What follows belongs to an exercise in optimizing a design on an open flow for small area and a short achievable clock period; a production flow would make more cautious choices. In this exercise RTL edits were held to simulation tests only and were not proved equivalent to the original.

==> module rv16_add_unit, before the edit <==
module rv16_add_unit(a, b, sub, dbl, y, b3hi);
	parameter DATA = 16;
	input [DATA-1:0] a, b;
	input sub, dbl;
	output [DATA-1:0] y;
	output [1:0] b3hi;
	wire [DATA-1:0] x = dbl ? {b[DATA-2:0], 1'b0} : a;
	wire [DATA:0] s = {1'b0, x} + {1'b0, b ^ {DATA{sub}}} + {{DATA{1'b0}}, sub};
	assign y = s[DATA-1:0];
	assign b3hi = {b[DATA-1] & s[DATA], b[DATA-1] ^ s[DATA]};
endmodule
==> module rv16_div_unit, before the edit <==
module rv16_div_unit(a, b, b3, q);
	parameter DATA = 16;
	parameter K = 4;
	input  [DATA-1:0] a, b;
	output [DATA-1:0] q;
	input  [DATA+1:0] b3;
	wire [K-1:0] at = a[DATA-1 -: K];
	wire [K-1:0] bl = b[K-1:0];
	wire bigk = |b[DATA-1:K];
	wire [K-1:0] qt, rt;
	rv16_div_top4 TOP (.at(at), .bl(bl), .q(qt), .r(rt));
	wire [K-1:0] q0 = bigk ? {K{1'b0}} : qt;
	wire [K-1:0] r0 = bigk ? at : rt;
	assign q[DATA-1 -: K] = q0;
	localparam NR = (DATA - K) / 2;
	wire [DATA*(NR+1)-1:0] rem;
	assign rem[0 +: DATA] = {{(DATA-K){1'b0}}, r0};
	genvar i;
	generate
		for (i = 1; i <= NR; i = i + 1) begin : ROW
			localparam W = K + 2*i;
			wire [W-1:0] t = {rem[(i-1)*DATA +: W-2], a[DATA-1-K-2*(i-1) -: 2]};
			wire [W:0] d1, d2, d3;
			wire big1, big2, big3;
			wire ge1, ge2, ge3;
			if (W == DATA) begin : HL
				assign big1 = 1'b0;
				assign big2 = b[DATA-1];
				assign big3 = |b3[DATA+1:DATA];
			end else begin : HN
				assign big1 = |b[DATA-1:W];
				assign big2 = |b[DATA-1:W-1];
				assign big3 = |b3[DATA+1:W];
			end
			assign d1 = {1'b0, t} - {1'b0, b[W-1:0]};
			assign d2 = {1'b0, t} - {1'b0, b[W-2:0], 1'b0};
			assign d3 = {1'b0, t} - {1'b0, b3[W-1:0]};
			assign ge1 = ~big1 & ~d1[W];
			assign ge2 = ~big2 & ~d2[W];
			assign ge3 = ~big3 & ~d3[W];
			assign q[DATA-1-K-2*(i-1)] = ge2;
			assign q[DATA-2-K-2*(i-1)] = ge3 | (ge1 & ~ge2);
			if (i < NR) begin : RM
				assign rem[i*DATA +: W] = ge3 ? d3[W-1:0] : ge2 ? d2[W-1:0] : ge1 ? d1[W-1:0] : t;
				assign rem[i*DATA+W +: DATA-W] = {(DATA-W){1'b0}};
			end else begin : RL
				assign rem[i*DATA +: DATA] = {DATA{1'b0}};
			end
		end
	endgenerate
endmodule
==> module rv16_cpu_top, before the edit <==
module rv16_cpu_top(rv16_cpu_clock, rv16_cpu_reset, rv16_cpu_dminstr_in, rv16_cpu_dmdata_in, rv16_cpu_addr_out, rv16_cpu_dmdata_out);
	parameter DATA = 16;
	parameter OPCODE = 4;
	input rv16_cpu_clock;
	input rv16_cpu_reset;
	input [DATA-1:0]rv16_cpu_dminstr_in;
	input [DATA-1:0]rv16_cpu_dmdata_in;
	output reg [DATA-1:0]rv16_cpu_addr_out;
	output reg [DATA-1:0]rv16_cpu_dmdata_out;
	wire [OPCODE-1:0]opcode_out;
	wire [OPCODE-1:0]rs1_addr_out;
	wire [OPCODE-1:0]rs2_addr_out;
	wire [OPCODE-1:0]rd_addr_out;
	rv16_instr_dmux IDMUX (.rv16_dminstr_in(rv16_cpu_dminstr_in), .opcode_out(opcode_out), .rs1_addr_out(rs1_addr_out), .rs2_addr_out(rs2_addr_out), .rd_addr_out(rd_addr_out));
	wire [DATA-1:0]rs1_reg_out;
	wire [DATA-1:0]rs2_reg_out;
	wire [DATA-1:0]rd_fumux_out;
	rv16_register_file REGF (.rd_addr_in(rd_addr_out), .rs1_addr_in(rs1_addr_out), .rs2_addr_in(rs2_addr_out), .rd_reg_in(rd_fumux_out),
						.rv16_reg_clock(rv16_cpu_clock), .rv16_reg_reset(rv16_cpu_reset), .rs1_reg_out(rs1_reg_out), .rs2_reg_out(rs2_reg_out));
	wire [DATA-1:0]rd_addsub_out;
	wire [1:0] b3hi;
	wire div_op = opcode_out[1];
	rv16_add_unit ADDERUNIT (.a(rs1_reg_out), .b(rs2_reg_out), .sub(opcode_out[0] & ~div_op), .dbl(div_op), .y(rd_addsub_out), .b3hi(b3hi));
	wire [DATA-1:0]rd_mult_out;
	rv16_mult_unit MULTUNIT (.a(rs1_reg_out), .b(rs2_reg_out), .p(rd_mult_out));
	wire [DATA-1:0]rd_div_quo;
	rv16_div_unit DIVUNIT (.a(rs1_reg_out), .b(rs2_reg_out), .b3({b3hi, rd_addsub_out}), .q(rd_div_quo));
	wire [DATA-1:0]rd_xor_out;
	rv16_xor_unit XORUNIT (.rs1_xor_in(rs1_reg_out), .rs2_xor_in(rs2_reg_out), .rd_xor_out(rd_xor_out));
	wire [DATA-1:0]rd_and_out;
	rv16_and_unit ANDUNIT (rs1_reg_out, rs2_reg_out, rd_and_out);
	wire [DATA-1:0]rd_or_out;
	rv16_or_unit ORUNIT (rs1_reg_out, rs2_reg_out, rd_or_out);
	rv16_rd_fumux RDMUX (rd_addsub_out, rd_mult_out, rd_div_quo, rd_xor_out, rd_and_out, rd_or_out, rv16_cpu_dmdata_in,
		opcode_out, rd_fumux_out);
	always @(posedge rv16_cpu_clock)
		begin
			if(rv16_cpu_reset)
				begin
					rv16_cpu_addr_out   <= 0;
					rv16_cpu_dmdata_out <= 0;
				end
			else
				begin
					rv16_cpu_addr_out   <= {{(DATA-OPCODE){1'b0}}, rd_addr_out};
					rv16_cpu_dmdata_out <= rd_fumux_out;
				end
		end
endmodule
==> flow/config.mk <==
export PLATFORM = sky130hd
export DESIGN_NAME = rv16_cpu_top
export DESIGN_NICKNAME = rv16_cpu_top
export VERILOG_FILES = /design/flow/design.v
export SDC_FILE = /design/flow/constraint.sdc
export NUM_CORES = 4
export LEC_CHECK = 0
export ABC_AREA = 1
export CAP_MARGIN = 20
export CORE_MARGIN = 2
export CORE_UTILIZATION = 40
export SLEW_MARGIN = 20
==> flow/constraint.sdc <==
create_clock -name core_clock -period 66.0 [get_ports {rv16_cpu_clock}]
set_input_delay 13.2000 -clock core_clock [delete_from_list [all_inputs] [get_ports {rv16_cpu_clock}]]
set_output_delay 13.2000 -clock core_clock [all_outputs]
set_load 0.01 [all_outputs]
run.sh (not shown) runs the stock make flow with config.mk's settings and CLKGATE_MAP_FILE= SYNTH_SCRIPT=/design/flow/synth_recipe.tcl, a recipe that flattens the netlist after the stock synthesis.
Then changed:
--- a/flow/design.v
+++ b/flow/design.v
@@ -33,18 +33,14 @@
 	endgenerate
 	assign rs1_reg_out = rd_ports[rs1_addr_in];
 	assign rs2_reg_out = rd_ports[rs2_addr_in];
 endmodule
-module rv16_add_unit(a, b, sub, dbl, y, b3hi);
+module rv16_add_unit(a, b, sub, y);
 	parameter DATA = 16;
 	input [DATA-1:0] a, b;
-	input sub, dbl;
+	input sub;
 	output [DATA-1:0] y;
-	output [1:0] b3hi;
-	wire [DATA-1:0] x = dbl ? {b[DATA-2:0], 1'b0} : a;
-	wire [DATA:0] s = {1'b0, x} + {1'b0, b ^ {DATA{sub}}} + {{DATA{1'b0}}, sub};
-	assign y = s[DATA-1:0];
-	assign b3hi = {b[DATA-1] & s[DATA], b[DATA-1] ^ s[DATA]};
+	assign y = a + (b ^ {DATA{sub}}) + {{(DATA-1){1'b0}}, sub};
 endmodule
 module rv16_mult_unit(a, b, p);
 	parameter DATA = 16;
 	input  [DATA-1:0] a, b;
@@ -213,14 +209,14 @@
 	wire s70 = s66 ^ s67 ^ s68;
 	wire s71 = s69 ^ s70;
 	assign p = {s71, s63, s55, s48, s41, s35, s29, s24, s19, s15, s11, s8, s5, s3, s1, s0};
 endmodule
-module rv16_div_unit(a, b, b3, q);
+module rv16_div_unit(a, b, q);
 	parameter DATA = 16;
 	parameter K = 4;
 	input  [DATA-1:0] a, b;
 	output [DATA-1:0] q;
-	input  [DATA+1:0] b3;
+	wire [DATA+1:0] b3 = {2'b00, b} + {1'b0, b, 1'b0};
 	wire [K-1:0] at = a[DATA-1 -: K];
 	wire [K-1:0] bl = b[K-1:0];
 	wire bigk = |b[DATA-1:K];
 	wire [K-1:0] qt, rt;
@@ -245,9 +241,9 @@
 				assign big3 = |b3[DATA+1:DATA];
 			end else begin : HN
 				assign big1 = |b[DATA-1:W];
 				assign big2 = |b[DATA-1:W-1];
-				assign big3 = |b3[DATA+1:W];
+				assign big3 = b >= ((2**W + 2) / 3);
 			end
 			assign d1 = {1'b0, t} - {1'b0, b[W-1:0]};
 			assign d2 = {1'b0, t} - {1'b0, b[W-2:0], 1'b0};
 			assign d3 = {1'b0, t} - {1'b0, b3[W-1:0]};
@@ -587,15 +583,13 @@
 	wire [DATA-1:0]rd_fumux_out;
 	rv16_register_file REGF (.rd_addr_in(rd_addr_out), .rs1_addr_in(rs1_addr_out), .rs2_addr_in(rs2_addr_out), .rd_reg_in(rd_fumux_out),
 						.rv16_reg_clock(rv16_cpu_clock), .rv16_reg_reset(rv16_cpu_reset), .rs1_reg_out(rs1_reg_out), .rs2_reg_out(rs2_reg_out));
 	wire [DATA-1:0]rd_addsub_out;
-	wire [1:0] b3hi;
-	wire div_op = opcode_out[1];
-	rv16_add_unit ADDERUNIT (.a(rs1_reg_out), .b(rs2_reg_out), .sub(opcode_out[0] & ~div_op), .dbl(div_op), .y(rd_addsub_out), .b3hi(b3hi));
+	rv16_add_unit ADDERUNIT (.a(rs1_reg_out), .b(rs2_reg_out), .sub(opcode_out[0]), .y(rd_addsub_out));
 	wire [DATA-1:0]rd_mult_out;
 	rv16_mult_unit MULTUNIT (.a(rs1_reg_out), .b(rs2_reg_out), .p(rd_mult_out));
 	wire [DATA-1:0]rd_div_quo;
-	rv16_div_unit DIVUNIT (.a(rs1_reg_out), .b(rs2_reg_out), .b3({b3hi, rd_addsub_out}), .q(rd_div_quo));
+	rv16_div_unit DIVUNIT (.a(rs1_reg_out), .b(rs2_reg_out), .q(rd_div_quo));
 	wire [DATA-1:0]rd_xor_out;
 	rv16_xor_unit XORUNIT (.rs1_xor_in(rs1_reg_out), .rs2_xor_in(rs2_reg_out), .rd_xor_out(rd_xor_out));
 	wire [DATA-1:0]rd_and_out;
 	rv16_and_unit ANDUNIT (rs1_reg_out, rs2_reg_out, rd_and_out);
First-iteration DRC count hardly moves.
Routed wire length is higher by 3.0%.
Clock skew falls by 8.0 ps.
Non-clock buffer count goes up by 10.
Hold slack gets worse by 150 ps.
Count of clock-buffer cells in the layout rises by 5.
Global-route usage is lower by 0.74 points.
Final cell count grows by 4.4%.
Final area went up by 3.7%.
Via count rises by 3.8%.
Die area goes up by 3.7%.

==> afterwards: timing with drivers on the ports <==
How much do the figures lean on ideal ports? The routed layouts below were timed once more, with nothing changed but the port constraints. Step 1 assumes that a clkbuf_16 drives the clock port and a buf_2 every other input. Step 2 moves the port delays by t, midway between the first and last clock arrival at a register: inputs arrive t later, outputs are due t later. That takes back most of the time a late clock gives input paths. a / b / c = ideal / step 1 / step 2; a / b = the first two.
| run | t, ns | setup slack, ns | worst setup path at the end | slew at the worst register clock pin (ns) |
|---|---|---|---|---|
| the first run | 0.615 | 33.795 / 33.822 / 33.208 | input to register | 0.08 / 0.08 |
| the second run | 0.591 | 34.679 / 34.710 / 34.119 | input to register | 0.07 / 0.07 |
After both steps setup and hold are still met in every run listed. For the first run, which loses most, drivers alone change the setup slack by +0.027 ns; drivers and shift together by -0.587 ns.
